Background: an optimization exercise with open tools, aiming at small area, a short achievable clock period and few clock cycles per item. Do not read the settings as production practice. Only simulation tests tie the RTL to the original design; equivalence was not proved.

`config.mk`:
```
export PLATFORM = sky130hd
export DESIGN_NAME = verilog_multiplier
export DESIGN_NICKNAME = verilog_multiplier
export VERILOG_FILES = /design/flow/design.v
export SDC_FILE = /design/flow/constraint.sdc
export NUM_CORES = 4
export LEC_CHECK = 0
export ABC_CLOCK_PERIOD_IN_PS = 3500
export CAP_MARGIN = 20
export CORE_MARGIN = 2
export CORE_UTILIZATION = 40
export SETUP_SLACK_MARGIN = 4.5
export SLEW_MARGIN = 20
```
`constraint.sdc`:
```
create_clock -name core_clock -period 8.0 [get_ports {clk}]
set_input_delay 1.6000 -clock core_clock [delete_from_list [all_inputs] [get_ports {clk}]]
set_output_delay 1.6000 -clock core_clock [all_outputs]
set_load 0.01 [all_outputs]
```
`design.v`:
```
`timescale 1ns / 1ps
module verilog_multiplier(clk, rst, ready, op1, op2, res, done);
    input wire clk, rst;
    input wire ready;
    input wire [31:0] op1, op2;
    output wire [31:0] res;
    output reg done;
    localparam IDLE = 3'd0, M1 = 3'd1, M2 = 3'd2, M3 = 3'd3,
               CHK = 3'd4, LSH = 3'd5, RSH = 3'd6;
    reg [2:0] st;
    reg [23:0] m1;       
    reg [23:0] acc;      
    reg [23:0] mq;       
    reg [9:0]  E;        
    reg        sgn;
    reg        rare;     
    reg        nornd;    
    reg        spec, fz, fnan, fs1, fs2;
    wire e1z = (op1[30:23] == 8'd0);
    wire e2z = (op2[30:23] == 8'd0);
    wire e1f = (op1[30:23] == 8'hff);
    wire e2f = (op2[30:23] == 8'hff);
    wire f1z = (op1[22:0] == 23'd0);
    wire f2z = (op2[22:0] == 23'd0);
    wire zero1 = e1z & f1z, zero2 = e2z & f2z;
    wire inf1 = e1f & f1z, inf2 = e2f & f2z;
    wire nan1 = e1f & ~f1z, nan2 = e2f & ~f2z;
    wire qnan = (zero1 & inf2) | (inf1 & zero2);
    wire special = zero1 | zero2 | e1f | e2f;
    wire [9:0] e_in = {2'b0, op1[30:24], op1[23] | e1z} + {2'b0, op2[30:24], op2[23] | e2z} - 10'd127;
wire t_0, t_1, t_2, t_3, t_4, t_5, t_6, t_7, t_8, t_9, t_10, t_11, t_12, t_13, t_14, t_15, t_16, t_17, t_18, t_19, t_20, t_21, t_22, t_23, t_24, t_25, t_26, t_27, t_28, t_29, t_30, t_31, t_32, t_33, t_34, t_35, t_36, t_37, t_38, t_39, t_40, t_41, t_42, t_43, t_44, t_45, t_46, t_47, t_48, t_49, t_50, t_51, t_52, t_53, t_54, t_55, t_56, t_57, t_58, t_59, t_60, t_61, t_62, t_63, t_64, t_65, t_66, t_67, t_68, t_69, t_70, t_71, t_72, t_73, t_74, t_75, t_76, t_77, t_78, t_79, t_80, t_81, t_82, t_83, t_84, t_85, t_86, t_87, t_88, t_89, t_90, t_91, t_92, t_93, t_94, t_95, t_96, t_97, t_98, t_99, t_100, t_101, t_102, t_103, t_104, t_105, t_106, t_107, t_108, t_109, t_110, t_111, t_112, t_113, t_114, t_115, t_116, t_117, t_118, t_119, t_120, t_121, t_122, t_123, t_124, t_125, t_126, t_127, t_128, t_129, t_130, t_131, t_132, t_133, t_134, t_135, t_136, t_137, t_138, t_139, t_140, t_141, t_142, t_143, t_144, t_145, t_146, t_147, t_148, t_149, t_150, t_151, t_152, t_153, t_154, t_155, t_156, t_157, t_158, t_159, t_160, t_161, t_162, t_163, t_164, t_165, t_166, t_167, t_168, t_169, t_170, t_171, t_172, t_173, t_174, t_175, t_176, t_177, t_178, t_179, t_180, t_181, t_182, t_183, t_184, t_185, t_186, t_187, t_188, t_189, t_190, t_191, t_192, t_193, t_194, t_195, t_196, t_197, t_198, t_199, t_200, t_201, t_202, t_203, t_204, t_205, t_206, t_207, t_208, t_209, t_210, t_211, t_212, t_213, t_214, t_215, t_216, t_217, t_218, t_219, t_220, t_221, t_222, t_223, t_224, t_225, t_226, t_227, t_228, t_229, t_230, t_231, t_232, t_233, t_234, t_235, t_236, t_237, t_238, t_239, t_240, t_241, t_242, t_243, t_244, t_245, t_246, t_247, t_248, t_249, t_250, t_251, t_252, t_253, t_254, t_255, t_256, t_257, t_258, t_259, t_260, t_261, t_262, t_263, t_264, t_265, t_266, t_267, t_268, t_269, t_270, t_271, t_272, t_273, t_274, t_275, t_276, t_277, t_278, t_279, t_280, t_281, t_282, t_283, t_284, t_285, t_286, t_287, t_288, t_289, t_290, t_291, t_292, t_293, t_294, t_295, t_296, t_297, t_298, t_299, t_300, t_301, t_302, t_303, t_304, t_305, t_306, t_307, t_308, t_309, t_310, t_311, t_312, t_313, t_314, t_315, t_316, t_317, t_318, t_319, t_320, t_321;
assign t_0 = (m1[5] & mq[0]) ^ (m1[4] & mq[1]);
assign t_1 = (m1[5] & mq[0]) & (m1[4] & mq[1]);
assign t_2 = (m1[6] & mq[0]) ^ (m1[5] & mq[1]) ^ (m1[4] & mq[2]);
assign t_3 = ((m1[6] & mq[0]) & (m1[5] & mq[1])) | ((m1[6] & mq[0]) & (m1[4] & mq[2])) | ((m1[5] & mq[1]) & (m1[4] & mq[2]));
assign t_4 = (m1[3] & mq[3]) ^ (m1[2] & mq[4]);
assign t_5 = (m1[3] & mq[3]) & (m1[2] & mq[4]);
assign t_6 = (m1[7] & mq[0]) ^ (m1[6] & mq[1]) ^ (m1[5] & mq[2]);
assign t_7 = ((m1[7] & mq[0]) & (m1[6] & mq[1])) | ((m1[7] & mq[0]) & (m1[5] & mq[2])) | ((m1[6] & mq[1]) & (m1[5] & mq[2]));
assign t_8 = (m1[4] & mq[3]) ^ (m1[3] & mq[4]) ^ (m1[2] & mq[5]);
assign t_9 = ((m1[4] & mq[3]) & (m1[3] & mq[4])) | ((m1[4] & mq[3]) & (m1[2] & mq[5])) | ((m1[3] & mq[4]) & (m1[2] & mq[5]));
assign t_10 = (m1[1] & mq[6]) ^ (m1[0] & mq[7]);
assign t_11 = (m1[1] & mq[6]) & (m1[0] & mq[7]);
assign t_12 = (m1[8] & mq[0]) ^ (m1[7] & mq[1]) ^ (m1[6] & mq[2]);
assign t_13 = ((m1[8] & mq[0]) & (m1[7] & mq[1])) | ((m1[8] & mq[0]) & (m1[6] & mq[2])) | ((m1[7] & mq[1]) & (m1[6] & mq[2]));
assign t_14 = (m1[5] & mq[3]) ^ (m1[4] & mq[4]) ^ (m1[3] & mq[5]);
assign t_15 = ((m1[5] & mq[3]) & (m1[4] & mq[4])) | ((m1[5] & mq[3]) & (m1[3] & mq[5])) | ((m1[4] & mq[4]) & (m1[3] & mq[5]));
assign t_16 = (m1[2] & mq[6]) ^ (m1[1] & mq[7]) ^ acc[8];
assign t_17 = ((m1[2] & mq[6]) & (m1[1] & mq[7])) | ((m1[2] & mq[6]) & acc[8]) | ((m1[1] & mq[7]) & acc[8]);
assign t_18 = (m1[9] & mq[0]) ^ (m1[8] & mq[1]) ^ (m1[7] & mq[2]);
assign t_19 = ((m1[9] & mq[0]) & (m1[8] & mq[1])) | ((m1[9] & mq[0]) & (m1[7] & mq[2])) | ((m1[8] & mq[1]) & (m1[7] & mq[2]));
assign t_20 = (m1[6] & mq[3]) ^ (m1[5] & mq[4]) ^ (m1[4] & mq[5]);
assign t_21 = ((m1[6] & mq[3]) & (m1[5] & mq[4])) | ((m1[6] & mq[3]) & (m1[4] & mq[5])) | ((m1[5] & mq[4]) & (m1[4] & mq[5]));
assign t_22 = (m1[3] & mq[6]) ^ (m1[2] & mq[7]) ^ acc[9];
assign t_23 = ((m1[3] & mq[6]) & (m1[2] & mq[7])) | ((m1[3] & mq[6]) & acc[9]) | ((m1[2] & mq[7]) & acc[9]);
assign t_24 = (m1[10] & mq[0]) ^ (m1[9] & mq[1]) ^ (m1[8] & mq[2]);
assign t_25 = ((m1[10] & mq[0]) & (m1[9] & mq[1])) | ((m1[10] & mq[0]) & (m1[8] & mq[2])) | ((m1[9] & mq[1]) & (m1[8] & mq[2]));
assign t_26 = (m1[7] & mq[3]) ^ (m1[6] & mq[4]) ^ (m1[5] & mq[5]);
assign t_27 = ((m1[7] & mq[3]) & (m1[6] & mq[4])) | ((m1[7] & mq[3]) & (m1[5] & mq[5])) | ((m1[6] & mq[4]) & (m1[5] & mq[5]));
assign t_28 = (m1[4] & mq[6]) ^ (m1[3] & mq[7]) ^ acc[10];
assign t_29 = ((m1[4] & mq[6]) & (m1[3] & mq[7])) | ((m1[4] & mq[6]) & acc[10]) | ((m1[3] & mq[7]) & acc[10]);
assign t_30 = (m1[11] & mq[0]) ^ (m1[10] & mq[1]) ^ (m1[9] & mq[2]);
assign t_31 = ((m1[11] & mq[0]) & (m1[10] & mq[1])) | ((m1[11] & mq[0]) & (m1[9] & mq[2])) | ((m1[10] & mq[1]) & (m1[9] & mq[2]));
assign t_32 = (m1[8] & mq[3]) ^ (m1[7] & mq[4]) ^ (m1[6] & mq[5]);
assign t_33 = ((m1[8] & mq[3]) & (m1[7] & mq[4])) | ((m1[8] & mq[3]) & (m1[6] & mq[5])) | ((m1[7] & mq[4]) & (m1[6] & mq[5]));
assign t_34 = (m1[5] & mq[6]) ^ (m1[4] & mq[7]) ^ acc[11];
assign t_35 = ((m1[5] & mq[6]) & (m1[4] & mq[7])) | ((m1[5] & mq[6]) & acc[11]) | ((m1[4] & mq[7]) & acc[11]);
assign t_36 = (m1[12] & mq[0]) ^ (m1[11] & mq[1]) ^ (m1[10] & mq[2]);
assign t_37 = ((m1[12] & mq[0]) & (m1[11] & mq[1])) | ((m1[12] & mq[0]) & (m1[10] & mq[2])) | ((m1[11] & mq[1]) & (m1[10] & mq[2]));
assign t_38 = (m1[9] & mq[3]) ^ (m1[8] & mq[4]) ^ (m1[7] & mq[5]);
assign t_39 = ((m1[9] & mq[3]) & (m1[8] & mq[4])) | ((m1[9] & mq[3]) & (m1[7] & mq[5])) | ((m1[8] & mq[4]) & (m1[7] & mq[5]));
assign t_40 = (m1[6] & mq[6]) ^ (m1[5] & mq[7]) ^ acc[12];
assign t_41 = ((m1[6] & mq[6]) & (m1[5] & mq[7])) | ((m1[6] & mq[6]) & acc[12]) | ((m1[5] & mq[7]) & acc[12]);
assign t_42 = (m1[13] & mq[0]) ^ (m1[12] & mq[1]) ^ (m1[11] & mq[2]);
assign t_43 = ((m1[13] & mq[0]) & (m1[12] & mq[1])) | ((m1[13] & mq[0]) & (m1[11] & mq[2])) | ((m1[12] & mq[1]) & (m1[11] & mq[2]));
assign t_44 = (m1[10] & mq[3]) ^ (m1[9] & mq[4]) ^ (m1[8] & mq[5]);
assign t_45 = ((m1[10] & mq[3]) & (m1[9] & mq[4])) | ((m1[10] & mq[3]) & (m1[8] & mq[5])) | ((m1[9] & mq[4]) & (m1[8] & mq[5]));
assign t_46 = (m1[7] & mq[6]) ^ (m1[6] & mq[7]) ^ acc[13];
assign t_47 = ((m1[7] & mq[6]) & (m1[6] & mq[7])) | ((m1[7] & mq[6]) & acc[13]) | ((m1[6] & mq[7]) & acc[13]);
assign t_48 = (m1[14] & mq[0]) ^ (m1[13] & mq[1]) ^ (m1[12] & mq[2]);
assign t_49 = ((m1[14] & mq[0]) & (m1[13] & mq[1])) | ((m1[14] & mq[0]) & (m1[12] & mq[2])) | ((m1[13] & mq[1]) & (m1[12] & mq[2]));
assign t_50 = (m1[11] & mq[3]) ^ (m1[10] & mq[4]) ^ (m1[9] & mq[5]);
assign t_51 = ((m1[11] & mq[3]) & (m1[10] & mq[4])) | ((m1[11] & mq[3]) & (m1[9] & mq[5])) | ((m1[10] & mq[4]) & (m1[9] & mq[5]));
assign t_52 = (m1[8] & mq[6]) ^ (m1[7] & mq[7]) ^ acc[14];
assign t_53 = ((m1[8] & mq[6]) & (m1[7] & mq[7])) | ((m1[8] & mq[6]) & acc[14]) | ((m1[7] & mq[7]) & acc[14]);
assign t_54 = (m1[15] & mq[0]) ^ (m1[14] & mq[1]) ^ (m1[13] & mq[2]);
assign t_55 = ((m1[15] & mq[0]) & (m1[14] & mq[1])) | ((m1[15] & mq[0]) & (m1[13] & mq[2])) | ((m1[14] & mq[1]) & (m1[13] & mq[2]));
assign t_56 = (m1[12] & mq[3]) ^ (m1[11] & mq[4]) ^ (m1[10] & mq[5]);
assign t_57 = ((m1[12] & mq[3]) & (m1[11] & mq[4])) | ((m1[12] & mq[3]) & (m1[10] & mq[5])) | ((m1[11] & mq[4]) & (m1[10] & mq[5]));
assign t_58 = (m1[9] & mq[6]) ^ (m1[8] & mq[7]) ^ acc[15];
assign t_59 = ((m1[9] & mq[6]) & (m1[8] & mq[7])) | ((m1[9] & mq[6]) & acc[15]) | ((m1[8] & mq[7]) & acc[15]);
assign t_60 = (m1[16] & mq[0]) ^ (m1[15] & mq[1]) ^ (m1[14] & mq[2]);
assign t_61 = ((m1[16] & mq[0]) & (m1[15] & mq[1])) | ((m1[16] & mq[0]) & (m1[14] & mq[2])) | ((m1[15] & mq[1]) & (m1[14] & mq[2]));
assign t_62 = (m1[13] & mq[3]) ^ (m1[12] & mq[4]) ^ (m1[11] & mq[5]);
assign t_63 = ((m1[13] & mq[3]) & (m1[12] & mq[4])) | ((m1[13] & mq[3]) & (m1[11] & mq[5])) | ((m1[12] & mq[4]) & (m1[11] & mq[5]));
assign t_64 = (m1[10] & mq[6]) ^ (m1[9] & mq[7]) ^ acc[16];
assign t_65 = ((m1[10] & mq[6]) & (m1[9] & mq[7])) | ((m1[10] & mq[6]) & acc[16]) | ((m1[9] & mq[7]) & acc[16]);
assign t_66 = (m1[17] & mq[0]) ^ (m1[16] & mq[1]) ^ (m1[15] & mq[2]);
assign t_67 = ((m1[17] & mq[0]) & (m1[16] & mq[1])) | ((m1[17] & mq[0]) & (m1[15] & mq[2])) | ((m1[16] & mq[1]) & (m1[15] & mq[2]));
assign t_68 = (m1[14] & mq[3]) ^ (m1[13] & mq[4]) ^ (m1[12] & mq[5]);
assign t_69 = ((m1[14] & mq[3]) & (m1[13] & mq[4])) | ((m1[14] & mq[3]) & (m1[12] & mq[5])) | ((m1[13] & mq[4]) & (m1[12] & mq[5]));
assign t_70 = (m1[11] & mq[6]) ^ (m1[10] & mq[7]) ^ acc[17];
assign t_71 = ((m1[11] & mq[6]) & (m1[10] & mq[7])) | ((m1[11] & mq[6]) & acc[17]) | ((m1[10] & mq[7]) & acc[17]);
assign t_72 = (m1[18] & mq[0]) ^ (m1[17] & mq[1]) ^ (m1[16] & mq[2]);
assign t_73 = ((m1[18] & mq[0]) & (m1[17] & mq[1])) | ((m1[18] & mq[0]) & (m1[16] & mq[2])) | ((m1[17] & mq[1]) & (m1[16] & mq[2]));
assign t_74 = (m1[15] & mq[3]) ^ (m1[14] & mq[4]) ^ (m1[13] & mq[5]);
assign t_75 = ((m1[15] & mq[3]) & (m1[14] & mq[4])) | ((m1[15] & mq[3]) & (m1[13] & mq[5])) | ((m1[14] & mq[4]) & (m1[13] & mq[5]));
assign t_76 = (m1[12] & mq[6]) ^ (m1[11] & mq[7]) ^ acc[18];
assign t_77 = ((m1[12] & mq[6]) & (m1[11] & mq[7])) | ((m1[12] & mq[6]) & acc[18]) | ((m1[11] & mq[7]) & acc[18]);
assign t_78 = (m1[19] & mq[0]) ^ (m1[18] & mq[1]) ^ (m1[17] & mq[2]);
assign t_79 = ((m1[19] & mq[0]) & (m1[18] & mq[1])) | ((m1[19] & mq[0]) & (m1[17] & mq[2])) | ((m1[18] & mq[1]) & (m1[17] & mq[2]));
assign t_80 = (m1[16] & mq[3]) ^ (m1[15] & mq[4]) ^ (m1[14] & mq[5]);
assign t_81 = ((m1[16] & mq[3]) & (m1[15] & mq[4])) | ((m1[16] & mq[3]) & (m1[14] & mq[5])) | ((m1[15] & mq[4]) & (m1[14] & mq[5]));
assign t_82 = (m1[13] & mq[6]) ^ (m1[12] & mq[7]) ^ acc[19];
assign t_83 = ((m1[13] & mq[6]) & (m1[12] & mq[7])) | ((m1[13] & mq[6]) & acc[19]) | ((m1[12] & mq[7]) & acc[19]);
assign t_84 = (m1[20] & mq[0]) ^ (m1[19] & mq[1]) ^ (m1[18] & mq[2]);
assign t_85 = ((m1[20] & mq[0]) & (m1[19] & mq[1])) | ((m1[20] & mq[0]) & (m1[18] & mq[2])) | ((m1[19] & mq[1]) & (m1[18] & mq[2]));
assign t_86 = (m1[17] & mq[3]) ^ (m1[16] & mq[4]) ^ (m1[15] & mq[5]);
assign t_87 = ((m1[17] & mq[3]) & (m1[16] & mq[4])) | ((m1[17] & mq[3]) & (m1[15] & mq[5])) | ((m1[16] & mq[4]) & (m1[15] & mq[5]));
assign t_88 = (m1[14] & mq[6]) ^ (m1[13] & mq[7]) ^ acc[20];
assign t_89 = ((m1[14] & mq[6]) & (m1[13] & mq[7])) | ((m1[14] & mq[6]) & acc[20]) | ((m1[13] & mq[7]) & acc[20]);
assign t_90 = (m1[21] & mq[0]) ^ (m1[20] & mq[1]) ^ (m1[19] & mq[2]);
assign t_91 = ((m1[21] & mq[0]) & (m1[20] & mq[1])) | ((m1[21] & mq[0]) & (m1[19] & mq[2])) | ((m1[20] & mq[1]) & (m1[19] & mq[2]));
assign t_92 = (m1[18] & mq[3]) ^ (m1[17] & mq[4]) ^ (m1[16] & mq[5]);
assign t_93 = ((m1[18] & mq[3]) & (m1[17] & mq[4])) | ((m1[18] & mq[3]) & (m1[16] & mq[5])) | ((m1[17] & mq[4]) & (m1[16] & mq[5]));
assign t_94 = (m1[15] & mq[6]) ^ (m1[14] & mq[7]) ^ acc[21];
assign t_95 = ((m1[15] & mq[6]) & (m1[14] & mq[7])) | ((m1[15] & mq[6]) & acc[21]) | ((m1[14] & mq[7]) & acc[21]);
assign t_96 = (m1[22] & mq[0]) ^ (m1[21] & mq[1]) ^ (m1[20] & mq[2]);
assign t_97 = ((m1[22] & mq[0]) & (m1[21] & mq[1])) | ((m1[22] & mq[0]) & (m1[20] & mq[2])) | ((m1[21] & mq[1]) & (m1[20] & mq[2]));
assign t_98 = (m1[19] & mq[3]) ^ (m1[18] & mq[4]) ^ (m1[17] & mq[5]);
assign t_99 = ((m1[19] & mq[3]) & (m1[18] & mq[4])) | ((m1[19] & mq[3]) & (m1[17] & mq[5])) | ((m1[18] & mq[4]) & (m1[17] & mq[5]));
assign t_100 = (m1[16] & mq[6]) ^ (m1[15] & mq[7]) ^ acc[22];
assign t_101 = ((m1[16] & mq[6]) & (m1[15] & mq[7])) | ((m1[16] & mq[6]) & acc[22]) | ((m1[15] & mq[7]) & acc[22]);
assign t_102 = (m1[23] & mq[0]) ^ (m1[22] & mq[1]) ^ (m1[21] & mq[2]);
assign t_103 = ((m1[23] & mq[0]) & (m1[22] & mq[1])) | ((m1[23] & mq[0]) & (m1[21] & mq[2])) | ((m1[22] & mq[1]) & (m1[21] & mq[2]));
assign t_104 = (m1[20] & mq[3]) ^ (m1[19] & mq[4]) ^ (m1[18] & mq[5]);
assign t_105 = ((m1[20] & mq[3]) & (m1[19] & mq[4])) | ((m1[20] & mq[3]) & (m1[18] & mq[5])) | ((m1[19] & mq[4]) & (m1[18] & mq[5]));
assign t_106 = (m1[17] & mq[6]) ^ (m1[16] & mq[7]) ^ acc[23];
assign t_107 = ((m1[17] & mq[6]) & (m1[16] & mq[7])) | ((m1[17] & mq[6]) & acc[23]) | ((m1[16] & mq[7]) & acc[23]);
assign t_108 = (m1[23] & mq[1]) ^ (m1[22] & mq[2]) ^ (m1[21] & mq[3]);
assign t_109 = ((m1[23] & mq[1]) & (m1[22] & mq[2])) | ((m1[23] & mq[1]) & (m1[21] & mq[3])) | ((m1[22] & mq[2]) & (m1[21] & mq[3]));
assign t_110 = (m1[20] & mq[4]) ^ (m1[19] & mq[5]) ^ (m1[18] & mq[6]);
assign t_111 = ((m1[20] & mq[4]) & (m1[19] & mq[5])) | ((m1[20] & mq[4]) & (m1[18] & mq[6])) | ((m1[19] & mq[5]) & (m1[18] & mq[6]));
assign t_112 = (m1[23] & mq[2]) ^ (m1[22] & mq[3]) ^ (m1[21] & mq[4]);
assign t_113 = ((m1[23] & mq[2]) & (m1[22] & mq[3])) | ((m1[23] & mq[2]) & (m1[21] & mq[4])) | ((m1[22] & mq[3]) & (m1[21] & mq[4]));
assign t_114 = (m1[3] & mq[0]) ^ (m1[2] & mq[1]);
assign t_115 = (m1[3] & mq[0]) & (m1[2] & mq[1]);
assign t_116 = (m1[4] & mq[0]) ^ (m1[3] & mq[1]) ^ (m1[2] & mq[2]);
assign t_117 = ((m1[4] & mq[0]) & (m1[3] & mq[1])) | ((m1[4] & mq[0]) & (m1[2] & mq[2])) | ((m1[3] & mq[1]) & (m1[2] & mq[2]));
assign t_118 = (m1[1] & mq[3]) ^ (m1[0] & mq[4]);
assign t_119 = (m1[1] & mq[3]) & (m1[0] & mq[4]);
assign t_120 = t_0 ^ (m1[3] & mq[2]) ^ (m1[2] & mq[3]);
assign t_121 = (t_0 & (m1[3] & mq[2])) | (t_0 & (m1[2] & mq[3])) | ((m1[3] & mq[2]) & (m1[2] & mq[3]));
assign t_122 = (m1[1] & mq[4]) ^ (m1[0] & mq[5]) ^ acc[5];
assign t_123 = ((m1[1] & mq[4]) & (m1[0] & mq[5])) | ((m1[1] & mq[4]) & acc[5]) | ((m1[0] & mq[5]) & acc[5]);
assign t_124 = t_1 ^ t_2 ^ t_4;
assign t_125 = (t_1 & t_2) | (t_1 & t_4) | (t_2 & t_4);
assign t_126 = (m1[1] & mq[5]) ^ (m1[0] & mq[6]) ^ acc[6];
assign t_127 = ((m1[1] & mq[5]) & (m1[0] & mq[6])) | ((m1[1] & mq[5]) & acc[6]) | ((m1[0] & mq[6]) & acc[6]);
assign t_128 = t_3 ^ t_5 ^ t_6;
assign t_129 = (t_3 & t_5) | (t_3 & t_6) | (t_5 & t_6);
assign t_130 = t_8 ^ t_10 ^ acc[7];
assign t_131 = (t_8 & t_10) | (t_8 & acc[7]) | (t_10 & acc[7]);
assign t_132 = t_7 ^ t_9 ^ t_11;
assign t_133 = (t_7 & t_9) | (t_7 & t_11) | (t_9 & t_11);
assign t_134 = t_12 ^ t_14 ^ t_16;
assign t_135 = (t_12 & t_14) | (t_12 & t_16) | (t_14 & t_16);
assign t_136 = t_13 ^ t_15 ^ t_17;
assign t_137 = (t_13 & t_15) | (t_13 & t_17) | (t_15 & t_17);
assign t_138 = t_18 ^ t_20 ^ t_22;
assign t_139 = (t_18 & t_20) | (t_18 & t_22) | (t_20 & t_22);
assign t_140 = t_19 ^ t_21 ^ t_23;
assign t_141 = (t_19 & t_21) | (t_19 & t_23) | (t_21 & t_23);
assign t_142 = t_24 ^ t_26 ^ t_28;
assign t_143 = (t_24 & t_26) | (t_24 & t_28) | (t_26 & t_28);
assign t_144 = t_25 ^ t_27 ^ t_29;
assign t_145 = (t_25 & t_27) | (t_25 & t_29) | (t_27 & t_29);
assign t_146 = t_30 ^ t_32 ^ t_34;
assign t_147 = (t_30 & t_32) | (t_30 & t_34) | (t_32 & t_34);
assign t_148 = t_31 ^ t_33 ^ t_35;
assign t_149 = (t_31 & t_33) | (t_31 & t_35) | (t_33 & t_35);
assign t_150 = t_36 ^ t_38 ^ t_40;
assign t_151 = (t_36 & t_38) | (t_36 & t_40) | (t_38 & t_40);
assign t_152 = t_37 ^ t_39 ^ t_41;
assign t_153 = (t_37 & t_39) | (t_37 & t_41) | (t_39 & t_41);
assign t_154 = t_42 ^ t_44 ^ t_46;
assign t_155 = (t_42 & t_44) | (t_42 & t_46) | (t_44 & t_46);
assign t_156 = t_43 ^ t_45 ^ t_47;
assign t_157 = (t_43 & t_45) | (t_43 & t_47) | (t_45 & t_47);
assign t_158 = t_48 ^ t_50 ^ t_52;
assign t_159 = (t_48 & t_50) | (t_48 & t_52) | (t_50 & t_52);
assign t_160 = t_49 ^ t_51 ^ t_53;
assign t_161 = (t_49 & t_51) | (t_49 & t_53) | (t_51 & t_53);
assign t_162 = t_54 ^ t_56 ^ t_58;
assign t_163 = (t_54 & t_56) | (t_54 & t_58) | (t_56 & t_58);
assign t_164 = t_55 ^ t_57 ^ t_59;
assign t_165 = (t_55 & t_57) | (t_55 & t_59) | (t_57 & t_59);
assign t_166 = t_60 ^ t_62 ^ t_64;
assign t_167 = (t_60 & t_62) | (t_60 & t_64) | (t_62 & t_64);
assign t_168 = t_61 ^ t_63 ^ t_65;
assign t_169 = (t_61 & t_63) | (t_61 & t_65) | (t_63 & t_65);
assign t_170 = t_66 ^ t_68 ^ t_70;
assign t_171 = (t_66 & t_68) | (t_66 & t_70) | (t_68 & t_70);
assign t_172 = t_67 ^ t_69 ^ t_71;
assign t_173 = (t_67 & t_69) | (t_67 & t_71) | (t_69 & t_71);
assign t_174 = t_72 ^ t_74 ^ t_76;
assign t_175 = (t_72 & t_74) | (t_72 & t_76) | (t_74 & t_76);
assign t_176 = t_73 ^ t_75 ^ t_77;
assign t_177 = (t_73 & t_75) | (t_73 & t_77) | (t_75 & t_77);
assign t_178 = t_78 ^ t_80 ^ t_82;
assign t_179 = (t_78 & t_80) | (t_78 & t_82) | (t_80 & t_82);
assign t_180 = t_79 ^ t_81 ^ t_83;
assign t_181 = (t_79 & t_81) | (t_79 & t_83) | (t_81 & t_83);
assign t_182 = t_84 ^ t_86 ^ t_88;
assign t_183 = (t_84 & t_86) | (t_84 & t_88) | (t_86 & t_88);
assign t_184 = t_85 ^ t_87 ^ t_89;
assign t_185 = (t_85 & t_87) | (t_85 & t_89) | (t_87 & t_89);
assign t_186 = t_90 ^ t_92 ^ t_94;
assign t_187 = (t_90 & t_92) | (t_90 & t_94) | (t_92 & t_94);
assign t_188 = t_91 ^ t_93 ^ t_95;
assign t_189 = (t_91 & t_93) | (t_91 & t_95) | (t_93 & t_95);
assign t_190 = t_96 ^ t_98 ^ t_100;
assign t_191 = (t_96 & t_98) | (t_96 & t_100) | (t_98 & t_100);
assign t_192 = t_97 ^ t_99 ^ t_101;
assign t_193 = (t_97 & t_99) | (t_97 & t_101) | (t_99 & t_101);
assign t_194 = t_102 ^ t_104 ^ t_106;
assign t_195 = (t_102 & t_104) | (t_102 & t_106) | (t_104 & t_106);
assign t_196 = t_103 ^ t_105 ^ t_107;
assign t_197 = (t_103 & t_105) | (t_103 & t_107) | (t_105 & t_107);
assign t_198 = t_108 ^ t_110 ^ (m1[17] & mq[7]);
assign t_199 = (t_108 & t_110) | (t_108 & (m1[17] & mq[7])) | (t_110 & (m1[17] & mq[7]));
assign t_200 = t_109 ^ t_111 ^ t_112;
assign t_201 = (t_109 & t_111) | (t_109 & t_112) | (t_111 & t_112);
assign t_202 = (m1[20] & mq[5]) ^ (m1[19] & mq[6]) ^ (m1[18] & mq[7]);
assign t_203 = ((m1[20] & mq[5]) & (m1[19] & mq[6])) | ((m1[20] & mq[5]) & (m1[18] & mq[7])) | ((m1[19] & mq[6]) & (m1[18] & mq[7]));
assign t_204 = t_113 ^ (m1[23] & mq[3]) ^ (m1[22] & mq[4]);
assign t_205 = (t_113 & (m1[23] & mq[3])) | (t_113 & (m1[22] & mq[4])) | ((m1[23] & mq[3]) & (m1[22] & mq[4]));
assign t_206 = (m1[21] & mq[5]) ^ (m1[20] & mq[6]) ^ (m1[19] & mq[7]);
assign t_207 = ((m1[21] & mq[5]) & (m1[20] & mq[6])) | ((m1[21] & mq[5]) & (m1[19] & mq[7])) | ((m1[20] & mq[6]) & (m1[19] & mq[7]));
assign t_208 = (m1[23] & mq[4]) ^ (m1[22] & mq[5]) ^ (m1[21] & mq[6]);
assign t_209 = ((m1[23] & mq[4]) & (m1[22] & mq[5])) | ((m1[23] & mq[4]) & (m1[21] & mq[6])) | ((m1[22] & mq[5]) & (m1[21] & mq[6]));
assign t_210 = (m1[2] & mq[0]) ^ (m1[1] & mq[1]);
assign t_211 = (m1[2] & mq[0]) & (m1[1] & mq[1]);
assign t_212 = t_114 ^ (m1[1] & mq[2]) ^ (m1[0] & mq[3]);
assign t_213 = (t_114 & (m1[1] & mq[2])) | (t_114 & (m1[0] & mq[3])) | ((m1[1] & mq[2]) & (m1[0] & mq[3]));
assign t_214 = t_115 ^ t_116 ^ t_118;
assign t_215 = (t_115 & t_116) | (t_115 & t_118) | (t_116 & t_118);
assign t_216 = t_117 ^ t_119 ^ t_120;
assign t_217 = (t_117 & t_119) | (t_117 & t_120) | (t_119 & t_120);
assign t_218 = t_121 ^ t_123 ^ t_124;
assign t_219 = (t_121 & t_123) | (t_121 & t_124) | (t_123 & t_124);
assign t_220 = t_125 ^ t_127 ^ t_128;
assign t_221 = (t_125 & t_127) | (t_125 & t_128) | (t_127 & t_128);
assign t_222 = t_129 ^ t_131 ^ t_132;
assign t_223 = (t_129 & t_131) | (t_129 & t_132) | (t_131 & t_132);
assign t_224 = t_133 ^ t_135 ^ t_136;
assign t_225 = (t_133 & t_135) | (t_133 & t_136) | (t_135 & t_136);
assign t_226 = t_137 ^ t_139 ^ t_140;
assign t_227 = (t_137 & t_139) | (t_137 & t_140) | (t_139 & t_140);
assign t_228 = t_141 ^ t_143 ^ t_144;
assign t_229 = (t_141 & t_143) | (t_141 & t_144) | (t_143 & t_144);
assign t_230 = t_145 ^ t_147 ^ t_148;
assign t_231 = (t_145 & t_147) | (t_145 & t_148) | (t_147 & t_148);
assign t_232 = t_149 ^ t_151 ^ t_152;
assign t_233 = (t_149 & t_151) | (t_149 & t_152) | (t_151 & t_152);
assign t_234 = t_153 ^ t_155 ^ t_156;
assign t_235 = (t_153 & t_155) | (t_153 & t_156) | (t_155 & t_156);
assign t_236 = t_157 ^ t_159 ^ t_160;
assign t_237 = (t_157 & t_159) | (t_157 & t_160) | (t_159 & t_160);
assign t_238 = t_161 ^ t_163 ^ t_164;
assign t_239 = (t_161 & t_163) | (t_161 & t_164) | (t_163 & t_164);
assign t_240 = t_165 ^ t_167 ^ t_168;
assign t_241 = (t_165 & t_167) | (t_165 & t_168) | (t_167 & t_168);
assign t_242 = t_169 ^ t_171 ^ t_172;
assign t_243 = (t_169 & t_171) | (t_169 & t_172) | (t_171 & t_172);
assign t_244 = t_173 ^ t_175 ^ t_176;
assign t_245 = (t_173 & t_175) | (t_173 & t_176) | (t_175 & t_176);
assign t_246 = t_177 ^ t_179 ^ t_180;
assign t_247 = (t_177 & t_179) | (t_177 & t_180) | (t_179 & t_180);
assign t_248 = t_181 ^ t_183 ^ t_184;
assign t_249 = (t_181 & t_183) | (t_181 & t_184) | (t_183 & t_184);
assign t_250 = t_185 ^ t_187 ^ t_188;
assign t_251 = (t_185 & t_187) | (t_185 & t_188) | (t_187 & t_188);
assign t_252 = t_189 ^ t_191 ^ t_192;
assign t_253 = (t_189 & t_191) | (t_189 & t_192) | (t_191 & t_192);
assign t_254 = t_193 ^ t_195 ^ t_196;
assign t_255 = (t_193 & t_195) | (t_193 & t_196) | (t_195 & t_196);
assign t_256 = t_197 ^ t_199 ^ t_200;
assign t_257 = (t_197 & t_199) | (t_197 & t_200) | (t_199 & t_200);
assign t_258 = t_201 ^ t_203 ^ t_204;
assign t_259 = (t_201 & t_203) | (t_201 & t_204) | (t_203 & t_204);
assign t_260 = t_205 ^ t_207 ^ t_208;
assign t_261 = (t_205 & t_207) | (t_205 & t_208) | (t_207 & t_208);
assign t_262 = t_209 ^ (m1[23] & mq[5]) ^ (m1[22] & mq[6]);
assign t_263 = (t_209 & (m1[23] & mq[5])) | (t_209 & (m1[22] & mq[6])) | ((m1[23] & mq[5]) & (m1[22] & mq[6]));
assign t_264 = (m1[1] & mq[0]) ^ (m1[0] & mq[1]);
assign t_265 = (m1[1] & mq[0]) & (m1[0] & mq[1]);
assign t_266 = t_210 ^ (m1[0] & mq[2]) ^ acc[2];
assign t_267 = (t_210 & (m1[0] & mq[2])) | (t_210 & acc[2]) | ((m1[0] & mq[2]) & acc[2]);
assign t_268 = t_211 ^ t_212 ^ acc[3];
assign t_269 = (t_211 & t_212) | (t_211 & acc[3]) | (t_212 & acc[3]);
assign t_270 = t_213 ^ t_214 ^ acc[4];
assign t_271 = (t_213 & t_214) | (t_213 & acc[4]) | (t_214 & acc[4]);
assign t_272 = t_215 ^ t_216 ^ t_122;
assign t_273 = (t_215 & t_216) | (t_215 & t_122) | (t_216 & t_122);
assign t_274 = t_217 ^ t_218 ^ t_126;
assign t_275 = (t_217 & t_218) | (t_217 & t_126) | (t_218 & t_126);
assign t_276 = t_219 ^ t_220 ^ t_130;
assign t_277 = (t_219 & t_220) | (t_219 & t_130) | (t_220 & t_130);
assign t_278 = t_221 ^ t_222 ^ t_134;
assign t_279 = (t_221 & t_222) | (t_221 & t_134) | (t_222 & t_134);
assign t_280 = t_223 ^ t_224 ^ t_138;
assign t_281 = (t_223 & t_224) | (t_223 & t_138) | (t_224 & t_138);
assign t_282 = t_225 ^ t_226 ^ t_142;
assign t_283 = (t_225 & t_226) | (t_225 & t_142) | (t_226 & t_142);
assign t_284 = t_227 ^ t_228 ^ t_146;
assign t_285 = (t_227 & t_228) | (t_227 & t_146) | (t_228 & t_146);
assign t_286 = t_229 ^ t_230 ^ t_150;
assign t_287 = (t_229 & t_230) | (t_229 & t_150) | (t_230 & t_150);
assign t_288 = t_231 ^ t_232 ^ t_154;
assign t_289 = (t_231 & t_232) | (t_231 & t_154) | (t_232 & t_154);
assign t_290 = t_233 ^ t_234 ^ t_158;
assign t_291 = (t_233 & t_234) | (t_233 & t_158) | (t_234 & t_158);
assign t_292 = t_235 ^ t_236 ^ t_162;
assign t_293 = (t_235 & t_236) | (t_235 & t_162) | (t_236 & t_162);
assign t_294 = t_237 ^ t_238 ^ t_166;
assign t_295 = (t_237 & t_238) | (t_237 & t_166) | (t_238 & t_166);
assign t_296 = t_239 ^ t_240 ^ t_170;
assign t_297 = (t_239 & t_240) | (t_239 & t_170) | (t_240 & t_170);
assign t_298 = t_241 ^ t_242 ^ t_174;
assign t_299 = (t_241 & t_242) | (t_241 & t_174) | (t_242 & t_174);
assign t_300 = t_243 ^ t_244 ^ t_178;
assign t_301 = (t_243 & t_244) | (t_243 & t_178) | (t_244 & t_178);
assign t_302 = t_245 ^ t_246 ^ t_182;
assign t_303 = (t_245 & t_246) | (t_245 & t_182) | (t_246 & t_182);
assign t_304 = t_247 ^ t_248 ^ t_186;
assign t_305 = (t_247 & t_248) | (t_247 & t_186) | (t_248 & t_186);
assign t_306 = t_249 ^ t_250 ^ t_190;
assign t_307 = (t_249 & t_250) | (t_249 & t_190) | (t_250 & t_190);
assign t_308 = t_251 ^ t_252 ^ t_194;
assign t_309 = (t_251 & t_252) | (t_251 & t_194) | (t_252 & t_194);
assign t_310 = t_253 ^ t_254 ^ t_198;
assign t_311 = (t_253 & t_254) | (t_253 & t_198) | (t_254 & t_198);
assign t_312 = t_255 ^ t_256 ^ t_202;
assign t_313 = (t_255 & t_256) | (t_255 & t_202) | (t_256 & t_202);
assign t_314 = t_257 ^ t_258 ^ t_206;
assign t_315 = (t_257 & t_258) | (t_257 & t_206) | (t_258 & t_206);
assign t_316 = t_259 ^ t_260 ^ (m1[20] & mq[7]);
assign t_317 = (t_259 & t_260) | (t_259 & (m1[20] & mq[7])) | (t_260 & (m1[20] & mq[7]));
assign t_318 = t_261 ^ t_262 ^ (m1[21] & mq[7]);
assign t_319 = (t_261 & t_262) | (t_261 & (m1[21] & mq[7])) | (t_262 & (m1[21] & mq[7]));
assign t_320 = t_263 ^ (m1[23] & mq[6]) ^ (m1[22] & mq[7]);
assign t_321 = (t_263 & (m1[23] & mq[6])) | (t_263 & (m1[22] & mq[7])) | ((m1[23] & mq[6]) & (m1[22] & mq[7]));
wire [31:0] ra = {1'b0, t_321, t_319, t_317, t_315, t_313, t_311, t_309, t_307, t_305, t_303, t_301, t_299, t_297, t_295, t_293, t_291, t_289, t_287, t_285, t_283, t_281, t_279, t_277, t_275, t_273, t_271, t_269, t_267, t_265, t_264, (m1[0] & mq[0])};
wire [31:0] rb = {1'b0, (m1[23] & mq[7]), t_320, t_318, t_316, t_314, t_312, t_310, t_308, t_306, t_304, t_302, t_300, t_298, t_296, t_294, t_292, t_290, t_288, t_286, t_284, t_282, t_280, t_278, t_276, t_274, t_272, t_270, t_268, t_266, acc[1], acc[0]};
wire [31:0] sum = ra + rb;
    wire top = acc[23];
    wire p46 = acc[22];
    wire e_pos = ~E[9] & (E != 10'd0);       
    wire e_zero = (E == 10'd0);
    wire e_under = E[9] & (E < 10'h3eb);      
    wire [23:0] mant = top ? acc : {acc[22:0], mq[23]};
    wire rbit = ~nornd & (top ? mq[23] : mq[22]);
    wire [24:0] rnd = {1'b0, mant} + {24'd0, rbit};
    wire [9:0] ef = E + {9'd0, top} + {9'd0, rnd[24]};
    wire ovf = ef[8];
    assign res = spec ? {sgn, {8{~fz}}, fnan, ({22{fs2}} & mq[21:0]) | ({22{fs1}} & m1[21:0])}
               : ovf  ? {sgn, 8'hff, 23'd0}
               :        {sgn, ef[7:0], rnd[22:0]};
    always @(posedge clk or posedge rst) begin
        if (rst) begin
            st <= IDLE;
            done <= 1'b0;
        end else begin
            done <= 1'b0;
            case (st)
                IDLE: if (ready) begin
                    if (special) done <= 1'b1;
                    else st <= M1;
                end
                M1: st <= M2;
                M2: st <= M3;
                M3: begin
                    if (~rare & e_pos) begin
                        done <= 1'b1;
                        st <= IDLE;
                    end else
                        st <= CHK;
                end
                CHK: begin
                    if (top) begin
                        if (~E[9]) begin done <= 1'b1; st <= IDLE; end
                        else st <= RSH;
                    end else if (p46) begin
                        if (e_pos) begin done <= 1'b1; st <= IDLE; end
                        else st <= RSH;
                    end else
                        st <= LSH;
                end
                LSH: begin
                    if (~e_pos) st <= RSH;
                    else if (p46) begin done <= 1'b1; st <= IDLE; end
                end
                RSH: begin
                    if (e_under | e_zero) begin done <= 1'b1; st <= IDLE; end
                end
                default: st <= IDLE;
            endcase
        end
    end
    always @(posedge clk) begin
        case (st)
            IDLE: begin
                m1 <= {~e1z, op1[22:0]};
                mq <= {~e2z, op2[22:0]};
                acc <= 24'd0;
                E <= e_in;
                sgn <= qnan | (nan2 ? op2[31] : nan1 ? op1[31] : op1[31] ^ op2[31]);
                rare <= e1z | e2z;
                nornd <= 1'b0;
                spec <= special;
                fz <= ~(e1f | e2f);
                fnan <= qnan | nan1 | nan2;
                fs2 <= ~qnan & nan2;
                fs1 <= ~qnan & ~nan2 & nan1;
            end
            M1, M2, M3: begin
                acc <= sum[31:8];
                mq <= {sum[7:0], mq[23:8]};
            end
            CHK: begin
                if (top) begin
                    if (E[9]) begin
                        {acc, mq} <= {1'b0, acc, mq[23:1]};
                        E <= E + 10'd1;
                    end
                end else if (~p46) begin
                    {acc, mq} <= {acc[22:0], mq, 1'b0};
                    E <= E - 10'd1;
                end
            end
            LSH: begin
                if (e_pos & ~p46) begin
                    {acc, mq} <= {acc[22:0], mq, 1'b0};
                    E <= E - 10'd1;
                end
            end
            RSH: begin
                if (e_under) begin
                    spec <= 1'b1;
                    fz <= 1'b1;
                end else begin
                    {acc, mq} <= {1'b0, acc, mq[23:1]};
                    if (e_zero) nornd <= 1'b1;
                    else E <= E + 10'd1;
                end
            end
            default: ;
        endcase
    end
endmodule
```
`run.sh`:
```
#!/bin/bash
# synth_recipe.tcl (not shown) runs the flow's synth.tcl, then flattens the netlist and writes it again
# the make line also repeats each setting of config.mk as NAME=value (left out here)
make -C /OpenROAD-flow-scripts/flow DESIGN_CONFIG=/design/flow/config.mk WORK_HOME=/design/flow/orfs CLKGATE_MAP_FILE= SYNTH_SCRIPT=/design/flow/synth_recipe.tcl finish
```
==> impl_results.md, run 1 <==
- RSZ-0062 raised after global routing: yes
- Most frequent cells in the layout: 230 x inv_1, 170 x nand2_1, 131 x fa_1
- Run status: finished clean
- Drt pass-1 iters: 6
- Startpoint Class: flip-flop
- PortBufs: 99
- Largest net degree at the start of global routing: 49
- Drt drc: 0
- Register area: 0.002803 mm2
- Final Max Slew Viols: 0
- Die width: 188.7 um
- Worst Setup End Kind: output port
- Synthesized area: 0.01365 mm2
- Placed insts: 2070
- Syn Nets: 1890
- Synth warn: 1
- Layout cells sized above 1: 25.24%
- Finished Layout Cells: 2231
- Slew @ Worst Pin: 1.016 ns
- First-pass GRT wire length: 73200 um
- Final Hold Fails: 0
- DR iter-0 viols: 1240
- CTS H-tree lvls: 3
- Root buffer cell: clkbuf_16
- Area growth syn-to-layout: 31.91%
- HP Class: flip-flop to flip-flop
- Fill cells: 3099
- Hold buffers post-CTS: 0
- Asr flop ratio synth: 4.255%
- Synth cell types: 75
- Via density per instance: 5.706
- Gate count of the mapped netlist: 1606
- WP data arrival: 4.04 ns
- All-Layer GR Usage: 27.00%
- Core box area: 0.03353 mm2
- WP data required: 6.40 ns
- Period Utilization, post-route: 70.48%
- Num Clock Sinks: 94
- Clock Skew: 0.01631 ns
- Vias: 12730
- Initial core utilization: 40.70%
- CTS tree: done
- Synth Register Bits: 94
- Final worst path period need: 5.638 ns
- Setup TNS: 0 ns
- Initial antenna violation count: 1
- Worst-path clk slew: 0.08 ns
- Final RePlAce weighted congestion: 0.9141
- Syn avg cell area: 8.497 um2
- # diodes: 0
- Maximum fanout along the worst path: 7
- Detailed Place HPWL: 33510 um
- Die Ht: 188.7 um
- Final Setup Violations: 0
- Number of global-route vias before repair: 12716
- Full die area: 0.03561 mm2
- Final Net Count: 2062
- Clock Path Buffers: 2
- Area of the multi-input gates: 0.01085 mm2
- Max Cap Violations: 0
- GRT overflow: 0
- # IOs: 100
- Site Rows: 67
- Slew HR: 32.02%
- Routed len/inst: 21.47 um
- Top FF cell, synth: edfxtp_1
- DRT Wirelength: 47890 um
- Clk Latency, worst-skew pair: 0.37 ns
- TritonCTS Buffers: 9
- DRT antenna net count: 0
- Fmax: 177.4 MHz
- Commonest non-fill, non-tap cell in the layout: inv_1
- Seq/Total Area, Yosys: 20.54%
- Crit path kind: flip-flop to output port
- Post-synth EDFFs: 90
## kinds of logic (layout without fill, tap and decap cells)
group	after synthesis	count (layout)	synth area share, %
AND/OR/NAND/NOR	493	493	17.60
AO/OA/AOI/OAI	373	373	18.30
buffers and inverters	350	527	9.838
adder cells (fa/ha/maj)	217	217	28.48
flip-flops	94	94	20.54
XOR/XNOR	64	64	4.107
multiplexers	15	15	1.137
## layout make-up
| cell class | instances | area share [%] |
|---|---|---|
| Multi-Input combinational cell | 1162 | 60.28 |
| Sequential cell | 94 | 15.57 |
| Timing Repair Buffer | 262 | 14.14 |
| Inverter | 249 | 5.192 |
| Tap cell | 448 | 3.114 |
| Clock buffer | 9 | 1.251 |
| Clock inverter | 7 | 0.4448 |
## metal layers
metal | GRT usage, % | vias to the layer above | part of all wire, %
met5 | 0 | - | 0
li1 | - | 5738 | -
met3 | 4.656 | 89 | 7.5
met1 | 35.83 | 6338 | 42
met2 | 43.99 | 565 | 47
met4 | 10.55 | 0 | 3.7
## per-stage QoR
step | cell area [um2] | worst slack, ns | hold slack [ns] | util (%)
after floorplan | 14400 | 2.212 | 0.5647 | -
after global placement | 15360 | 1.749 | 0.6036 | 45.82
after detailed placement | 15360 | 1.607 | 0.6323 | 45.82
after CTS | 17620 | 2.354 | 0.6542 | 52.55
after global routing | 18000 | 2.174 | 0.7148 | 53.68
final | 18000 | 2.362 | 0.6456 | 53.68
## timing repair
action,CTS,global route
pin swaps,103,57
setup endpoints to repair,68,104
hold endpoints to repair,0,0
gates resized for setup,370,63
buffers inserted,118,21
gates cloned,6,0
## worst max-delay path, stage by stage (launching register included)
cell and delay (ns):
edfxtp_1 0.44, buf_12 0.16, mux2i_1 0.11, nor2_2 0.15, ha_4 0.17, ha_4 0.14, nand2_4 0.05, a2111oi_4 0.25
and2_4 0.23, nand4b_4 0.13, nor3_4 0.21, o211a_1 0.22, fa_2 0.24, ha_4 0.14, nand4_1 0.15, a21oi_4 0.22
buf_12 0.14, buf_12 0.11, buf_16 0.14, a22o_1 0.13, buf_2 0.12
## synth_stat cells, types with 4 or more instances
library cell / n / area [um2]
nand3_1: 35 / 175.2
o221ai_1: 5 / 43.79
nand2_1: 188 / 705.7
a222oi_1: 4 / 40.04
a221oi_1: 6 / 52.55
a31oi_1: 11 / 68.82
buf_1: 10 / 37.54
a22oi_1: 40 / 300.3
ha_1: 61 / 763.2
mux2i_1: 11 / 110.1
xor2_1: 31 / 271.5
and2_1: 92 / 575.6
o22ai_1: 6 / 37.54
clkbuf_1: 80 / 300.3
edfxtp_1: 90 / 2703
nor2b_1: 14 / 87.58
xnor2_1: 33 / 289.0
nor3_1: 17 / 85.08
a32o_1: 4 / 40.04
nor4_1: 10 / 62.56
nand4_1: 22 / 137.6
o21a_1: 8 / 60.06
mux2_2: 4 / 45.04
a32oi_1: 4 / 35.03
o31ai_1: 5 / 37.54
and3_1: 8 / 50.05
nor2_1: 82 / 307.8
o21ai_0: 81 / 405.4
a22o_1: 43 / 376.6
fa_1: 156 / 3123
inv_1: 247 / 927.1
or4_1: 5 / 37.54
a21oi_1: 95 / 475.5
o21bai_1: 6 / 45.04
a21o_1: 13 / 97.59
dfrtp_1: 4 / 100.1
buf_2: 8 / 40.04
nand2b_1: 4 / 25.02
a211oi_1: 6 / 45.04
## registers in the layout (all words and copies together) (netlist names)
register and cells:
fz 1, acc 24, nornd 1, fs2 1, done 1, sgn 1, m1 24, rare 1
mq 24, st 3, spec 1, E 10, fs1 1, fnan 1
## worst paths after layout
path	from	end	slack, ns	depth (start not counted)
max in group asynchronous	rst	st[0]$_DFFE_PP0P_	6.40	2
setup reg to reg	mq[0]$_DFFE_PP_	acc[16]$_DFFE_PP_	3.17	21
hold / removal	rare$_DFFE_PP_	st[2]$_DFFE_PP0P_	0.65	3
setup / recovery	acc[23]$_DFFE_PP_	res[9]	2.36	20
hold reg to reg	rare$_DFFE_PP_	st[2]$_DFFE_PP0P_	0.65	3
min in group asynchronous	rst	st[1]$_DFFE_PP0P_	1.43	2
Testbench counts, summed over its fixed seeds: cycles 16,000, items 3,200.
==> run 2, diff against run 1 <==
--- a/config.mk
+++ b/config.mk
@@ -7,3 +7,2 @@
 export LEC_CHECK = 0
-export ABC_CLOCK_PERIOD_IN_PS = 3500
 export CAP_MARGIN = 20
@@ -11,3 +10,2 @@
 export CORE_UTILIZATION = 40
-export SETUP_SLACK_MARGIN = 4.5
 export SLEW_MARGIN = 20
==> impl_results.md, run 2 <==
- Final Hold Fails: 0 (unchanged)
- Sequence of cells on the critical path: buf_4 -> mux2i_1 -> nor2_1 -> ha_1 -> ha_1 -> nand2_1 -> a2111oi_4 -> and2_1 -> nand4b_4 -> nor3_4 -> o211a_1 -> fa_1 -> ha_1 -> nand4_1 -> a21oi_2 -> buf_4 -> nand3_1 -> nand3_1 -> clkdlybuf4s50_1
- CTS resizes: 0 (-100%)
- Yosys top cell area share: 22.88% (unchanged)
- Worst-path clk slew: 0.08 ns (about the same)
- Initial antenna violation count: 3 (+2)
- Worst Setup End Kind: output port
- Final RePlAce weighted congestion: 0.9162 (+0.23%)
- Placed insts: 2071 (+0.048%)
- Fmax: 147.2 MHz (-17%)
- Slowest CP cell: clkdlybuf4s50_1
- Post-synth EDFFs: 90 (unchanged)
- Detailed Place HPWL: 33420 um (-0.26%)
- Synthesized area: 0.01365 mm2 (unchanged)
- Layout cells sized above 1: 3.478% (-22 points)
- DR iter-0 viols: 1147 (-7.5%)
- Synth Register Bits: 94 (unchanged)
- Slowest stage delay, CP: 0.59 ns (+0.15 ns)
- Drt pass-1 iters: 7 (+1)
- Synth cell count leaders: 247 x inv_1, 188 x nand2_1, 156 x fa_1, 95 x a21oi_1, 92 x and2_1
- Commonest non-fill, non-tap cell in the layout: inv_1
- Final Setup Violations: 0 (unchanged)
- Num Clock Sinks: 94 (unchanged)
- Hold buffers post-CTS: 0 (unchanged)
- Syn avg cell area: 8.497 um2 (unchanged)
- CTS tree: done
- Worst setup margin: 1.205 ns (-1.157 ns)
- Site Rows: 67 (unchanged)
- Root buffer cell: clkbuf_16
- Clk Latency, worst-skew pair: 0.38 ns (about the same)
- Synth cell types: 75 (unchanged)
- Period Utilization, post-route: 84.94% (+14 points)
- CP most frequent cell: ha_1
- RSZ-0062 raised after global routing: no
- Final Net Count: 1918 (-7.0%)
- Full die area: 0.03561 mm2 (unchanged)
- Crit path kind: flip-flop to output port
- Final Max Slew Viols: 0 (unchanged)
- Seq/Total Area, Yosys: 20.54% (unchanged)
- HP Class: flip-flop to flip-flop
- Clock Path Buffers: 2 (unchanged)
- First-pass GRT wire length: 67750 um (-7.4%)
- Routed len/inst: 20.56 um (-4.2%)
- DRT antenna net count: 0 (unchanged)
- Drt drc: 0 (unchanged)
- Number of global-route vias before repair: 11917 (-6.3%)
- Vias: 11967 (-6.0%)
- Pre-CTS setup slack: 1.733 ns (+0.1263 ns)
- Top FF cell, synth: edfxtp_1
- Top Registers: acc x24, m1 x24, mq x24
- Area growth syn-to-layout: 11.81%
- Maximum fanout along the worst path: 31 (+24)
- WP data required: 6.40 ns (about the same)
- GRT overflow: 0 (unchanged)
- Finished Layout Cells: 2087 (-6.5%)
- Core box area: 0.03353 mm2 (unchanged)
- Final worst path period need: 6.795 ns (+1.157 ns)
- TritonCTS Buffers: 9 (unchanged)
- Top cell type by total area after synthesis: fa_1
- Die width: 188.7 um (unchanged)
- Max Cap Violations: 0 (unchanged)
- Syn Nets: 1890 (unchanged)
- Gate count of the mapped netlist: 1606 (unchanged)
- Slew @ Worst Pin: 1.156 ns (+0.1401 ns)
- Most frequent cells in the layout: 247 x inv_1, 188 x nand2_1, 156 x fa_1
- Clock Skew: 0.01596 ns (-0.0003514 ns)
- Slew HR: 22.93% (-9.1 points)
- Most frequent cell after synthesis: inv_1
- Largest net degree at the start of global routing: 47 (-4.1%)
- CTS H-tree lvls: 3 (unchanged)
- Fill cells: 3339 (+7.7%)
- Die Ht: 188.7 um (unchanged)
- All-Layer GR Usage: 24.63% (-2.4 points)
- Setup TNS: 0 ns (unchanged)
- Run status: finished clean
- WP data arrival: 5.19 ns (+1.15 ns)
- # IOs: 100 (unchanged)
- DRT Wirelength: 42910 um (-10%)
- Initial core utilization: 40.70% (unchanged)
- Via density per instance: 5.734 (+0.49%)
- Setup Buffers After CTS: 0 (-100%)
- Dominant cells by area after synthesis: fa_1 23%, edfxtp_1 20%, inv_1 6.8%, ha_1 5.6%, nand2_1 5.2%
- Synth warn: 1 (unchanged)
- Asr flop ratio synth: 4.255% (unchanged)
- # diodes: 0 (unchanged)
- Startpoint Class: flip-flop
- PortBufs: 99 (unchanged)
-- run 2: stage by stage --
stage               util [%]  area (um2)  hold slack, ns
detailed placement     44.61       14960          0.6233
finish                 45.50       15260          0.6386
global placement       44.61       14960          0.6189
floorplan                  -       13650          0.5647
global route           45.50       15260          0.6838
CTS                    45.50       15260          0.6418
-- run 2: cells by family after synthesis --
| logic type | count (synthesis) | share of synthesized area (%) |
|---|---|---|
| AOI/OAI and AO/OA | 373 | 18.30 |
| xor gates and xnor gates | 64 | 4.107 |
| adders and majority gates | 217 | 28.48 |
| buffers and inverters | 350 | 9.838 |
| DFF | 94 | 20.54 |
| muxes | 15 | 1.137 |
| and+or+nand+nor | 493 | 17.60 |
-- run 2: final timing paths --
check,cells past startpoint,end,slack [ns],start
max in group asynchronous,2,st[1]$_DFFE_PP0P_,6.41,rst
max,19,res[12],1.21,acc[23]$_DFFE_PP_
max reg2reg,16,acc[22]$_DFFE_PP_,2.06,mq[0]$_DFFE_PP_
min,3,st[2]$_DFFE_PP0P_,0.64,rare$_DFFE_PP_
min in group asynchronous,2,done$_DFF_PP0_,1.43,rst
min reg2reg,3,st[2]$_DFFE_PP0P_,0.64,rare$_DFFE_PP_
-- run 2: layer usage --
layer / vias up / track usage (%) / wire length (um)
met5: - / 0 / 0
met4: 0 / 7.572 / 1116
met3: 63 / 3.744 / 3210
met2: 480 / 39.54 / 19900
met1: 5963 / 34.32 / 18680
li1: 5461 / - / -
-- run 2: layout make-up --
type	count	area, um2	area share, %
clock buffers	9	225.2	1.476
clock inverters	7	75.07	0.4920
inverters	249	934.6	6.125
multi-input cells	1162	9527	62.44
flip-flops and latches	94	2803	18.37
well taps	448	560.5	3.674
repair buffers	118	1134	7.429
-- run 2: worst max-delay path: cells and delay by family, from the launching register on --
| kind | cells | cell delay [ns] |
|---|---|---|
| compound gates | 3 | 0.74 |
| flops | 1 | 0.39 |
| fa+ha+maj | 4 | 0.88 |
| simple gates | 8 | 1.45 |
| mux | 1 | 0.14 |
| buf+inv | 3 | 1.20 |
==> run 3, diff against run 2 <==
--- a/config.mk
+++ b/config.mk
@@ -7,2 +7,3 @@
 export LEC_CHECK = 0
+export ABC_CLOCK_PERIOD_IN_PS = 3000
 export CAP_MARGIN = 20
==> impl_results.md, run 3 <==
- Run status: finished clean
- Initial antenna violation count: 3 (unchanged)
- Synth Register Bits: 94 (unchanged)
- # IOs: 100 (unchanged)
- PortBufs: 99 (unchanged)
- DRT antenna net count: 0 (unchanged)
- Syn avg cell area: 8.497 um2 (unchanged)
- Setup Buffers After CTS: 0 (unchanged)
- Largest delay share family, worst path: simple AND/OR/NAND/NOR gates
- Commonest non-fill, non-tap cell in the layout: inv_1
- Final RePlAce weighted congestion: 0.9162 (unchanged)
- CP most frequent cell: ha_1
- Clk Latency, worst-skew pair: 0.38 ns (about the same)
- Most frequent cells in the layout: 247 x inv_1, 188 x nand2_1, 156 x fa_1
- Core utilization of the finished layout: 45.50% (unchanged)
- WP data arrival: 5.19 ns (about the same)
- Area post-placement: 0.01496 mm2 (unchanged)
- Hold Path End: st[2]$_DFFE_PP0P_
- Slew @ Worst Pin: 1.156 ns (unchanged)
- TritonCTS Buffers: 9 (unchanged)
- Final Max Slew Viols: 0 (unchanged)
- Die width: 188.7 um (unchanged)
- Slowest CP cell: clkdlybuf4s50_1
- Site Rows: 67 (unchanged)
- Crit path kind: flip-flop to output port
- Post-route cell area: 0.01526 mm2 (unchanged)
- Number of global-route vias before repair: 11917 (unchanged)
- Synthesized area: 0.01365 mm2 (unchanged)
- R2R depth: 16 (unchanged)
- Maximum fanout along the worst path: 31 (unchanged)
- Setup TNS: 0 ns (unchanged)
- Slew HR: 22.93% (unchanged)
- Dominant cells by area after synthesis: fa_1 23%, edfxtp_1 20%, inv_1 6.8%, ha_1 5.6%, nand2_1 5.2%
- RSZ-0062 raised after global routing: no
- Startpoint Class: flip-flop
- Syn Nets: 1890 (unchanged)
- Synth warn: 1 (unchanged)
- Full die area: 0.03561 mm2 (unchanged)
- HP Class: flip-flop to flip-flop
- Drt drc: 0 (unchanged)
- Seq/Total Area, Yosys: 20.54% (unchanged)
- Vias: 11967 (unchanged)
- CTS resizes: 0 (unchanged)
- CTS tree: done
- Fmax: 147.2 MHz (unchanged)
- Detailed Place HPWL: 33420 um (unchanged)
- Die Ht: 188.7 um (unchanged)
- Num Clock Sinks: 94 (unchanged)
- Slowest stage delay, CP: 0.59 ns (about the same)
- Post-synth EDFFs: 90 (unchanged)
- Layout cells sized above 1: 3.478% (unchanged)
- Gate count of the mapped netlist: 1606 (unchanged)
- Top cell type by total area after synthesis: fa_1
- Period Utilization, post-route: 84.94% (unchanged)
- All-Layer GR Usage: 24.63% (unchanged)
- Root buffer cell: clkbuf_16
- Final Net Count: 1918 (unchanged)
- Sequence of cells on the critical path: buf_4 -> mux2i_1 -> nor2_1 -> ha_1 -> ha_1 -> nand2_1 -> a2111oi_4 -> and2_1 -> nand4b_4 -> nor3_4 -> o211a_1 -> fa_1 -> ha_1 -> nand4_1 -> a21oi_2 -> buf_4 -> nand3_1 -> nand3_1 -> clkdlybuf4s50_1
- Clock Path Buffers: 2 (unchanged)
- Final Setup Violations: 0 (unchanged)
- Worst-path clk slew: 0.08 ns (about the same)
- Drt pass-1 iters: 7 (unchanged)
- Final worst path period need: 6.795 ns (unchanged)
- Worst path bufs/invs: 3 (unchanged)
- Routed len/inst: 20.56 um (unchanged)
- Synth cell count leaders: 247 x inv_1, 188 x nand2_1, 156 x fa_1, 95 x a21oi_1, 92 x and2_1
- WP data required: 6.40 ns (about the same)
- DR iter-0 viols: 1147 (unchanged)
- First-pass GRT wire length: 67750 um (unchanged)
- Via density per instance: 5.734 (unchanged)
- Hold buffers post-CTS: 0 (unchanged)
- Largest net degree at the start of global routing: 47 (unchanged)
- Clock Skew: 0.01596 ns (unchanged)
- GRT overflow: 0 (unchanged)
- FF-to-FF Start: mq[0]$_DFFE_PP_
- Worst hold stages: 3 (unchanged)
- Top FF cell, synth: edfxtp_1
- CTS H-tree lvls: 3 (unchanged)
- R2R Setup Slk: 2.06 ns (about the same)
- Most frequent cell after synthesis: inv_1
- Min-delay src: rare$_DFFE_PP_
- DRT Wirelength: 42910 um (unchanged)
- Initial core utilization: 40.70% (unchanged)
- Area growth syn-to-layout: 11.81% (unchanged)
- Core box area: 0.03353 mm2 (unchanged)
- Yosys top cell area share: 22.88% (unchanged)
- Synth cell types: 75 (unchanged)
- Max Cap Violations: 0 (unchanged)
- # diodes: 0 (unchanged)
- Final Hold Fails: 0 (unchanged)
- Top Registers: acc x24, m1 x24, mq x24
- FF-to-FF End: acc[22]$_DFFE_PP_
- Asr flop ratio synth: 4.255% (unchanged)
- Worst Setup End Kind: output port
## run 3: cell counts in the layout (fill, tap and decap cells not counted)
No cell type changed its count.
## run 3: logic make-up (layout without fill, tap and decap cells)
| group | after synthesis | count (layout) | share of synthesized area, % |
|---|---|---|---|
| muxes | 15 | 15 | 1.137 |
| adders and majority gates | 217 | 217 | 28.48 |
| and+or+nand+nor | 493 | 493 | 17.60 |
| buffers and inverters | 350 | 383 | 9.838 |
| DFF | 94 | 94 | 20.54 |
| AOI/OAI and AO/OA | 373 | 373 | 18.30 |
| xor gates and xnor gates | 64 | 64 | 4.107 |
## run 3: stage by stage
| stage | hold WS, ns | setup WS, ns | instances |
|---|---|---|---|
| global placement | 0.6189 | 1.817 | 2071 |
| detailed placement | 0.6233 | 1.733 | 2071 |
| floorplan | 0.5647 | 1.615 | 1606 |
| finish | 0.6386 | 1.205 | 2087 |
| CTS | 0.6418 | 1.312 | 2087 |
| global route | 0.6838 | 0.9388 | 2087 |
## run 3: how the worst max path moves through the flow
stage / from / to / slack (ns) / depth (start not counted)
CTS: acc[23]$_DFFE_PP_ / res[12] / 1.31 / 19
finish: acc[23]$_DFFE_PP_ / res[12] / 1.21 / 19
global route: acc[23]$_DFFE_PP_ / res[12] / 0.94 / 19
global placement: acc[23]$_DFFE_PP_ / res[12] / 1.82 / 19
detailed placement: acc[23]$_DFFE_PP_ / res[12] / 1.73 / 19
floorplan: acc[23]$_DFFE_PP_ / res[14] / 1.62 / 22
## run 3: cell type report
cell class	count	area, um2
multi-input cells	1162	9527
clock inverters	7	75.07
repair buffers	118	1134
fillers	3339	18270
flip-flops and latches	94	2803
inverters	249	934.6
clock buffers	9	225.2
well taps	448	560.5
## run 3: metal layers
layer / share of wire (%) / routed length (um) / GRT usage, % / vias to the layer above
met5: 0 / 0 / 0 / -
met4: 2.6 / 1116 / 7.572 / 0
met3: 7.5 / 3210 / 3.744 / 63
met2: 46 / 19900 / 39.54 / 480
met1: 44 / 18680 / 34.32 / 5963
li1: - / - / - / 5461
## run 3: worst register-to-register path, delay by kind of cell (launching register included)
family	cells	cell delay, ns
fa+ha+maj	5	2.08
compound gates	5	1.44
flops	1	1.12
simple gates	2	0.53
xor+xnor	2	0.39
buf+inv	2	0.10

## what the ideal ports hide
The results above use ideal ports. As a check the final layouts listed here were re-extracted and re-timed, cells and wires unchanged. Step 1 (the two cells are an assumption about what drives the block):
set clk [get_ports {clk}]
set_driving_cell -lib_cell sky130_fd_sc_hd__clkbuf_16 $clk
set_driving_cell -lib_cell sky130_fd_sc_hd__buf_2 [delete_from_list [all_inputs] $clk]
Step 2, shift: input delay + t, output delay - t, t = (earliest + latest rising clock arrival at the registers) / 2. This alone moves slack from input paths to output paths. Slacks: no drivers / after step 1 / after step 2; pairs: no drivers / after step 1.
run	t, ns	setup slack, ns	hold slack, ns	latest minus earliest clock arrival (ns)
run 1	0.413	2.362 / 2.312 / 2.726	0.646 / 0.646 / 0.646	0.017 / 0.017
run 2	0.414	1.205 / 1.157 / 1.572	0.639 / 0.639 / 0.639	0.017 / 0.017
run 3	0.414	1.205 / 1.157 / 1.572	0.639 / 0.639 / 0.639	0.017 / 0.017
After both steps every run listed still meets setup and hold.
